This is an optimization exercise on Yosys and OpenROAD, whose aim is small area, a short achievable clock period and few clock cycles per item, not a production implementation. No run shown here included a check of the RTL's function; only the layout flow was run. No activity file was given, so power comes from the tool's default toggle rates.

$ cat flow/config.mk
export PLATFORM = sky130hd
export DESIGN_NAME = full_hash
export DESIGN_NICKNAME = full_hash
export VERILOG_FILES = /design/flow/design.v
export SDC_FILE = /design/flow/constraint.sdc
export NUM_CORES = 4
export LEC_CHECK = 0
export CAP_MARGIN = 20
export CORE_MARGIN = 2
export CORE_UTILIZATION = 40
export PLACE_DENSITY = 0.6
export SETUP_SLACK_MARGIN = 3.0
export SLEW_MARGIN = 20
$ cat flow/constraint.sdc
create_clock -name core_clock -period 5.0 [get_ports {clk}]
set_input_delay 1.0000 -clock core_clock [delete_from_list [all_inputs] [get_ports {clk}]]
set_output_delay 1.0000 -clock core_clock [all_outputs]
set_load 0.01 [all_outputs]
$ cat flow/design.v
module sbox (
    input   wire [5:0] in
    ,output wire [3:0] out
);
    localparam [63:0] T0 = 64'hA4CD96D24B76B948;
    localparam [63:0] T1 = 64'hC50B38C692705D2B;
    localparam [63:0] T2 = 64'h6B5B9DA191E66B96;
    localparam [63:0] T3 = 64'h429DCD6A79E1348E;
    assign out[0] = T0[in];
    assign out[1] = T1[in];
    assign out[2] = T2[in];
    assign out[3] = T3[in];
endmodule
module C6 (
    input   wire [7:0] C6_in
    ,output wire [5:0] C6_out
);
assign C6_out[0] = C6_in[6];
assign C6_out[1] = C6_in[4];
assign C6_out[2] = C6_in[5] ^ C6_in[0];
assign C6_out[3] = C6_in[2];
assign C6_out[4] = C6_in[3];
assign C6_out[5] = C6_in[7] ^ C6_in[1];
endmodule
module M6 (
     input  wire [7:0] a
    ,output wire [5:0] b 
);
assign b[0] = a[5] ^ a[4] ;
assign b[1] = a[6];
assign b[2] = a[7];
assign b[3] = a[0];
assign b[4] = a[1];
assign b[5] = a[3] ^ a[2];
endmodule
module full_hash (
    input wire clk
    ,input wire rst_n
    ,input wire start
    ,input wire [7:0] Byte
    ,input wire End_of_File
    ,input wire F_dr
    ,output wire [0:31] R_h
    ,output wire F_rtr
    ,output wire H_ready
);
    reg  [31:4] g;         
    reg  [5:0]  x;         
    reg         v;         
    reg  [15:0] R_c;       
    reg         fin;       
    reg         fin2;      
    reg         done;      
    reg         rdy;       
    wire        xfer = F_dr & rdy;
    wire        hi_zero = (R_c[15:8] == 8'd0);
    wire        start_now = start & hi_zero & (R_c[7:0] == 8'd0);
    wire [5:0]  m6_out;
    wire [5:0]  c6_lo, c6_hi;
    wire [3:0]  s;
    wire [5:0]  c6_sel = fin ? c6_hi : c6_lo;
    M6 modulo_m6 (.a(Byte), .b(m6_out));
    C6 modulo_c6_lo (.C6_in(R_c[7:0]), .C6_out(c6_lo));
    C6 modulo_c6_hi (.C6_in(R_c[15:8]), .C6_out(c6_hi));
    sbox modulo_sbox (.in(x), .out(s));
    wire sp01, sp02, sp03, sp12, sp13, sp23;
    assign sp01 = s[0] ^ s[1];
    assign sp02 = s[0] ^ s[2];
    assign sp03 = s[0] ^ s[3];
    assign sp12 = s[1] ^ s[2];
    assign sp13 = s[1] ^ s[3];
    assign sp23 = s[2] ^ s[3];
    wire [31:4] f;
    assign f[4] = g[26] ^ s[3];
    assign f[5] = g[27] ^ s[0];
    assign f[6] = g[24] ^ s[1];
    assign f[7] = ~(g[25] ^ s[2]);
    assign f[8] = g[31] ^ s[0];
    assign f[9] = g[28] ^ s[1];
    assign f[10] = ~(g[29] ^ s[2]);
    assign f[11] = g[30] ^ s[3];
    assign f[12] = g[5] ^ sp01;
    assign f[13] = ~(g[6] ^ sp12);
    assign f[14] = g[7] ^ sp23;
    assign f[15] = g[4] ^ sp03;
    assign f[16] = g[10] ^ sp01;
    assign f[17] = ~(g[11] ^ sp12);
    assign f[18] = g[8] ^ sp23;
    assign f[19] = g[9] ^ sp03;
    assign f[20] = g[15] ^ sp02;
    assign f[21] = ~(g[12] ^ sp13);
    assign f[22] = ~(g[13] ^ sp02);
    assign f[23] = g[14] ^ sp13;
    assign f[24] = g[16] ^ sp02;
    assign f[25] = g[17] ^ sp13;
    assign f[26] = g[18] ^ sp02;
    assign f[27] = g[19] ^ sp13;
    assign f[28] = ~(g[21] ^ sp03);
    assign f[29] = ~(g[22] ^ sp01);
    assign f[30] = g[23] ^ sp12;
    assign f[31] = g[20] ^ sp23;
    wire        fin_short = fin & hi_zero;
    wire [31:4] g_fold = g ^ {20'd0, s & {4{fin2}} | {2'b00, fin_short, 1'b0}, s & {4{fin}}};
    always_ff @(posedge clk)
        x <= F_dr ? m6_out : c6_sel;
    always_ff @(posedge clk or negedge rst_n)
        if (!rst_n) begin
            g    <= 28'h10DC3AF;
            v    <= 1'b0;
            R_c  <= 16'd0;
            fin  <= 1'b0;
            fin2 <= 1'b0;
            done <= 1'b0;
            rdy  <= 1'b1;
        end else begin
            v    <= xfer;
            if (xfer)
                R_c <= R_c + 16'd1;
            fin  <= rdy & End_of_File;
            fin2 <= fin & ~hi_zero;
            done <= ~start_now & (done | fin_short | fin2);
            rdy  <= start_now | (rdy & ~End_of_File);
            g    <= start_now ? 28'h10DC3AF : v ? f : g_fold;
        end
    assign F_rtr = rdy;
    assign H_ready = done;
    assign R_h[3] = g[4];
    assign R_h[2] = g[5];
    assign R_h[1] = g[6];
    assign R_h[0] = g[7];
    assign R_h[7] = g[8];
    assign R_h[6] = g[9];
    assign R_h[5] = g[10];
    assign R_h[4] = g[11];
    assign R_h[11] = g[15];
    assign R_h[10] = g[12];
    assign R_h[9] = g[13];
    assign R_h[8] = g[14];
    assign R_h[15] = g[19];
    assign R_h[14] = g[16];
    assign R_h[13] = g[17];
    assign R_h[12] = g[18];
    assign R_h[19] = g[22];
    assign R_h[18] = g[23];
    assign R_h[17] = g[20];
    assign R_h[16] = g[21];
    assign R_h[23] = g[26];
    assign R_h[22] = g[27];
    assign R_h[21] = g[24];
    assign R_h[20] = g[25];
    assign R_h[27] = g[29];
    assign R_h[26] = g[30];
    assign R_h[25] = g[31];
    assign R_h[24] = g[28];
    assign R_h[31] = ~g[5];
    assign R_h[30] = g[6];
    assign R_h[29] = g[7];
    assign R_h[28] = g[4];
endmodule
$ cat flow/flow/run.sh
#!/bin/bash
# Standard ORFS layout, with the port buffers made of buf_2 cells instead of
# the cell buffer_ports picks by default (a slow delay buffer).
set -euo pipefail
export BUFFER_PORTS_ARGS="-buffer_cell sky130_fd_sc_hd__buf_2"
bash standard.sh > make.log 2>&1
$ cat flow/standard.sh
#!/bin/bash
# synth_recipe.tcl (not shown) runs the flow's synth.tcl, then flattens the netlist and writes it again
# the make line also repeats each setting of config.mk as NAME=value (left out here)
make -C /OpenROAD-flow-scripts/flow DESIGN_CONFIG=/design/flow/config.mk WORK_HOME=/design/flow/orfs CLKGATE_MAP_FILE= SYNTH_SCRIPT=/design/flow/synth_recipe.tcl "${@:-finish}"
==> results of run 1 <==
## kinds of logic (layout without fill, tap and decap cells)
group | Yosys count | count (layout) | share of synthesized area
simple gates | 124 | 124 | 0.1878
compound gates | 71 | 71 | 0.1394
xor+xnor | 56 | 56 | 0.1481
flops | 55 | 55 | 0.3940
buf+inv | 38 | 122 | 0.05020
mux | 12 | 12 | 0.04803
fa+ha+maj | 9 | 9 | 0.03250
## metal layers
layer	wire length, um	share of wire
met3	359	0.038
met5	0	0
met2	4670	0.50
met4	132	0.014
met1	4204	0.45
## state kept, by name (all words and copies together) (netlist names)
name  cells
R_c      16
done      1
fin       1
fin2      1
g        28
rdy       1
v         1
x         6
## worst min path at each step
stage | from | end | slack, ns
detailed placement | rdy$_DFF_PN1_ | rdy$_DFF_PN1_ | 0.48
floorplan | R_c[15]$_DFFE_PN0P_ | R_c[15]$_DFFE_PN0P_ | 0.47
global route | R_c[13]$_DFFE_PN0P_ | R_c[13]$_DFFE_PN0P_ | 0.55
finish | R_c[15]$_DFFE_PN0P_ | R_c[15]$_DFFE_PN0P_ | 0.51
CTS | R_c[15]$_DFFE_PN0P_ | R_c[15]$_DFFE_PN0P_ | 0.51
global placement | rdy$_DFF_PN1_ | rdy$_DFF_PN1_ | 0.48
## power by group through the flow
stage	registers, uW	logic [uW]	clock network [uW]
after floorplan	828	885	0
after global placement	878	1120	0
after detailed placement	880	1130	0
after CTS	844	1810	290
after global routing	884	2120	311
final	858	1990	287
## layout make-up
cell class	instances	area, um2
fill	659	3465
multi-input combinational	272	2260
sequential	55	1381
timing repair buffer	102	904.6
tap	105	131.4
clock buffer	6	82.58
inverter	12	55.05
clock inverter	2	20.02
## metrics by stage
stage	std cells	setup WS [ns]
finish	554	2.453
global route	554	2.401
CTS	550	2.537
detailed placement	492	1.924
global placement	492	2.007
floorplan	365	2.474
## timing repair
| action | 4_1_cts | 5_1_grt |
|---|---|---|
| pin swaps | 27 | 14 |
| setup endpoints to repair | 51 | 49 |
| gates resized for setup | 53 | 34 |
| setup buffers | 50 | 4 |
## worst reg2reg max path: cells and delay by family, from the launching register on
kind | cells | cell delay (ns)
and+or+nand+nor | 3 | 1.02
xor gates and xnor gates | 1 | 0.08
buffers and inverters | 2 | 0.22
adders and majority gates | 1 | 0.18
DFF | 1 | 0.41
AOI/OAI and AO/OA | 3 | 0.58
## cell usage in the layout (no fill, tap or decap), types with 6 or more instances in the layout
cell type / count
nor2_1: 24
a211oi_1: 9
o21ai_0: 18
dfstp_2: 15
and3_1: 9
nor2b_1: 10
xor2_1: 17
inv_1: 8
nand3_1: 11
buf_12: 7
buf_4: 39
buf_6: 29
dfrtp_1: 33
xnor2_1: 30
buf_2: 26
nor3_1: 7
mux2i_1: 8
a21oi_1: 11
clkbuf_8: 6
nand2_1: 22
==> impl_metrics.yaml, run 1 <==
pwr:
  leakage_uw: 0.002091
  p_switching_uw: 1267
  total_power_uw: 3138
  power.share.switching: 0.4038
  internal_power_uw: 1871
  p_per_area_nw_per_um2: 649.0
  seqPwrFrac: 0.273
  irDropWorstVdd_mv: 0.2943
  p_clk_frac: 0.091
  p_comb_frac: 0.635
floorplan:
  die-area_um2: 9422
  design.core.area_um2: 8299
  row_count: 33
  die_h_um: 97.07
  dieWidth_um: 97.07
  io_pins: 47
  start_util: 0.4175
clocking:
  cts_tree: "built"
  hold_buffers: 0
  cts_buffers: 5
  clock_latency_ns: 0.32
  htreeDepth: 2
  cts_buffer_depth: 2
  clk_pin_slew_ns: 0.12
  cts_root_buf: "clkbuf_8"
  cts_sinks: 55
worst_setup_path:
  critPathMaxStageDelay_ns: 0.50
  crit_path_start: "x[0]$_DFF_P_"
  crit_path_end: "g[18]$_DFFE_PN1P_"
  critPathMaxFanout: 7
  critPathBufInv: 2
  path_cells: "inv_6, ha_4, and2_4, or3_4, a211o_1, o211ai_4, buf_12, xnor2_4, or4b_4, o311a_1"
  r2r_slack_ns: 2.45
  rr_startpoint: "x[0]$_DFF_P_"
  crit_required_ns: 5.26
  slowest_stage: "or4b_4"
  crit_family: "simple AND/OR/NAND/NOR gates"
  path_depth: 10
  reg2reg_to: "g[18]$_DFFE_PN1P_"
  reg2reg_depth: 10
  end_kind: "flop"
  crit_arrival_ns: 2.81
  start_kind: "flop"
  critPathKind: "reg -> reg"
timing:
  tightest_slew_ns: 0.6262
  tns_ns: 0
  drv_slew: 0
  rsz0062_at_grt: "true"
  fmax_mhz: 392.6
  whs_ns: 0.5052
  min_period_ns: 2.547
  finalSetupViolCount: 0
  hold_viol: 0
  period_share: 0.5094
  relSlewSlack: 0.5787
  finClkSkew_ns: 0.009879
synth:
  ys_warn_count: 1
  synth.area.top_cells: "dfrtp_1 (25%), dfstp_2 (11%), xnor2_1 (8.3%)"
  synth.cell_area_um2: 3465
  ys_ff_latch: 55
  synth_edf_count: 0
  syn_nets: 387
  ys_seq_area_frac: 0.3940
  synth_flop_cell: "dfrtp_1"
  yosysMostFrequentCell: "dfrtp_1"
  postSynth.asyncResetShare: 0.8909
  yosysTopAreaCell: "dfrtp_1"
  syn_inst: 365
  netlist.area_leader.share: 0.2456
  synthTopCellsByCount: "dfrtp_1 (34), xnor2_1 (33), nor2_1 (26)"
  synth_cell_types: 57
  avgSynthCellArea_um2: 9.492
worst_hold_path:
  min_path_type: "reg -> reg"
  min_path_cells: 1
grt:
  grt_pass1_vias: 2886
  grt_max_degree: 50
  grtUsageMet1: 0.2585
  antenna_found_initial: 0
  track_usage: 0.1927
  grt_pass1_wl_um: 14830
  grt_use_met3: 0.02590
  grt-busiest-layer: "met2"
  overflow: 0
  use_met2: 0.3339
drt:
  wl_per_cell_um: 16.91
  totalWireLength_um: 9366
  ant_nets: 0
  vias: 2973
  first_iter_violations: 211
  drc_errors: 0
  drtPass1Iterations: 4
  viasPerCell: 5.366
placed_design:
  place_area_um2: 3821
  place.gp.congestion: 0.8503
  hpwl_um: 5566
  place.port_buffers: 46
layout:
  final_util: 0.5825
  syn_to_final_growth_pct: 39.55
  drive_above_1_share: 0.4120
  diodes: 0
  finalInstanceArea_um2: 4835
  fin_nets: 470
flow_run:
  max-cap-violations: 0
status:
  status: "no timing/DRC/antenna violations"
==> run 2, diff against run 1 <==
--- a/flow/config.mk
+++ b/flow/config.mk
@@ -9,4 +9,6 @@
 export CORE_MARGIN = 2
 export CORE_UTILIZATION = 40
+export CTS_CLUSTER_DIAMETER = 200
+export CTS_CLUSTER_SIZE = 64
 export PLACE_DENSITY = 0.6
 export SETUP_SLACK_MARGIN = 3.0
==> run 2 against run 1 <==
  * Design area stayed put
  * Sequential cell count stayed put
  * Combinational power hardly changed
  * Clock power hardly changed
  * Via count stayed put
  * Global-route usage stayed put
  * Register-to-register slack hardly changed
  * Setup slack stayed put
==> impl_metrics.yaml, run 2 <==
status:
  status: "no timing/DRC/antenna violations"
synth:
  netlist.area_leader.share: 0.2456
  yosysTopAreaCell: "dfrtp_1"
  syn_nets: 387
  yosysMostFrequentCell: "dfrtp_1"
  synth.cell_area_um2: 3465
  synth_edf_count: 0
  syn_inst: 365
  synth_flop_cell: "dfrtp_1"
  postSynth.asyncResetShare: 0.8909
  avgSynthCellArea_um2: 9.492
  synthTopCellsByCount: "dfrtp_1 (34), xnor2_1 (33), nor2_1 (26)"
  synth_cell_types: 57
  synth.area.top_cells: "dfrtp_1 (25%), dfstp_2 (11%), xnor2_1 (8.3%)"
  ys_warn_count: 1
  ys_ff_latch: 55
  ys_seq_area_frac: 0.3940
worst_setup_path:
  crit_arrival_ns: 2.81
  slowest_stage: "or4b_4"
  critPathBufInv: 2
  start_kind: "flop"
  critPathMaxFanout: 7
  end_kind: "flop"
  critPathKind: "reg -> reg"
  path_cells: "inv_6, ha_4, and2_4, or3_4, a211o_1, o211ai_4, buf_12, xnor2_4, or4b_4, o311a_1"
  reg2reg_depth: 10
  crit_required_ns: 5.26
  critPathMaxStageDelay_ns: 0.50
  path_depth: 10
  crit_family: "simple AND/OR/NAND/NOR gates"
layout:
  largest-register: "g"
  final_common_cell: "buf_4"
  nFillCells: 659
  syn_to_final_growth_pct: 39.55
  fin_nets: 470
  final_cell_mix: "buf_4 (39), dfrtp_1 (33), xnor2_1 (30), buf_6 (29), buf_2 (26)"
  top_regs: "g: 28 flops, R_c: 16 flops, x: 6 flops"
  diodes: 0
  drive_above_1_share: 0.4120
  largest_reg_flops: 28
clocking:
  clk_pin_slew_ns: 0.12
  cts_buffer_depth: 2
  cts_tree: "built"
  htreeDepth: 2
  clock_latency_ns: 0.32
  cts_buffers: 5
  cts_root_buf: "clkbuf_8"
  cts_sinks: 55
placed_design:
  hpwl_um: 5566
  place.port_buffers: 46
  place.gp.congestion: 0.8503
  pre_cts_ws_ns: 1.924
timing:
  setup_ws_ns: 2.453
  period_share: 0.5094
  rsz0062_at_grt: "true"
  relSlewSlack: 0.5787
  hold_viol: 0
  finalSetupViolCount: 0
  drv_slew: 0
  tns_ns: 0
  finClkSkew_ns: 0.009879
  min_period_ns: 2.547
  fmax_mhz: 392.6
  tightest_slew_ns: 0.6262
floorplan:
  die-area_um2: 9422
  io_pins: 47
  die_h_um: 97.07
  dieWidth_um: 97.07
  start_util: 0.4175
  row_count: 33
  design.core.area_um2: 8299
pwr:
  p_per_area_nw_per_um2: 649.0
  leakage_uw: 0.002091
  total_power_uw: 3138
  irDropWorstVdd_mv: 0.2943
grt:
  grt_pass1_wl_um: 14830
  overflow: 0
  grt_max_degree: 50
  grt_use_met3: 0.02590
  use_met2: 0.3339
  track_usage: 0.1927
  antenna_found_initial: 0
  grt_pass1_vias: 2886
  grt-busiest-layer: "met2"
  grtUsageMet1: 0.2585
drt:
  totalWireLength_um: 9366
  drc_errors: 0
  wl_per_cell_um: 16.91
  vias: 2973
  drtPass1Iterations: 4
  ant_nets: 0
  first_iter_violations: 211
  viasPerCell: 5.366
worst_hold_path:
  min_path_cells: 1
  min_path_type: "reg -> reg"
flow_run:
  max-cap-violations: 0
run 2: report_power, final:
part | switching, uW | internal (uW)
Clock | 169 | 118
Sequential | 221 | 637
Combinational | 877 | 1120
Total | 1270 | 1870
run 2: worst paths after layout:
kind	start	endpoint	slack, ns
hold / removal	R_c[15]$_DFFE_PN0P_	R_c[15]$_DFFE_PN0P_	0.51
hold reg to reg	R_c[15]$_DFFE_PN0P_	R_c[15]$_DFFE_PN0P_	0.51
min in group asynchronous	rst_n	g[14]$_DFFE_PN0P_	0.77
setup reg to reg	x[0]$_DFF_P_	g[18]$_DFFE_PN1P_	2.45
setup / recovery	x[0]$_DFF_P_	g[18]$_DFFE_PN1P_	2.45
max in group asynchronous	rst_n	v$_DFF_PN0_	3.79
run 2: kinds of logic (layout without fill, tap and decap cells):
kind of cell | after synthesis | in the layout | share of synthesized area
and+or+nand+nor | 124 | 124 | 0.1878
AOI/OAI and AO/OA | 71 | 71 | 0.1394
xor gates and xnor gates | 56 | 56 | 0.1481
DFF | 55 | 55 | 0.3940
buffers and inverters | 38 | 122 | 0.05020
muxes | 12 | 12 | 0.04803
adders and majority gates | 9 | 9 | 0.03250
run 2: final cells by class:
type	count	area, um2	area share
Tap cell	105	131.4	0.02717
Inverter	12	55.05	0.01139
Clock buffer	6	82.58	0.01708
Sequential cell	55	1381	0.2857
Multi-Input combinational cell	272	2260	0.4674
Timing Repair Buffer	102	904.6	0.1871
Clock inverter	2	20.02	0.004141
run 2: per-stage QoR:
stage | cell area, um2 | util | std cells | hold slack [ns]
after floorplan | 3597 | - | 365 | 0.4691
final | 4835 | 0.5825 | 554 | 0.5052
after global placement | 3821 | 0.4604 | 492 | 0.4794
after detailed placement | 3821 | 0.4604 | 492 | 0.4819
after CTS | 4634 | 0.5584 | 550 | 0.5128
after global routing | 4835 | 0.5825 | 554 | 0.5536
run 2: per-layer routing:
layer / wire (um) / up-vias
met3: 359 / 15
met1: 4204 / 1442
met5: 0 / -
li1: - / 1434
met4: 132 / 0
met2: 4670 / 82
run 2: what timing repair did:
item | 4_1_cts | 5_1_grt
gates resized for setup | 53 | 34
endpoints found under the setup margin | 51 | 49
pin swaps | 27 | 14
hold buffers | 0 | 0
setup buffers | 50 | 4

-- separate check: timing with driven ports --
Ports are ideal in the flow. The routed layouts listed here were re-timed in OpenROAD. Step 1 sets driving cells, clkbuf_16 on the clock port and buf_2 on the other inputs (assumed; they add their load-dependent delay and slew). Step 2 times the ports against the registers' clock, not the clock port: input delays grow and output delays shrink by t, the midpoint of the rising clock arrivals with the driver on. a / b / c = ideal ports / drivers / drivers and shift; a / b = the first two.
run | shift t [ns] | slack for setup (ns) | hold slack, ns
run 1 | 0.346 | 2.453 / 2.453 / 2.453 | 0.505 / 0.505 / 0.505
run 2 | 0.346 | 2.453 / 2.453 / 2.453 | 0.505 / 0.505 / 0.505
After both steps setup and hold are still met in every run listed.
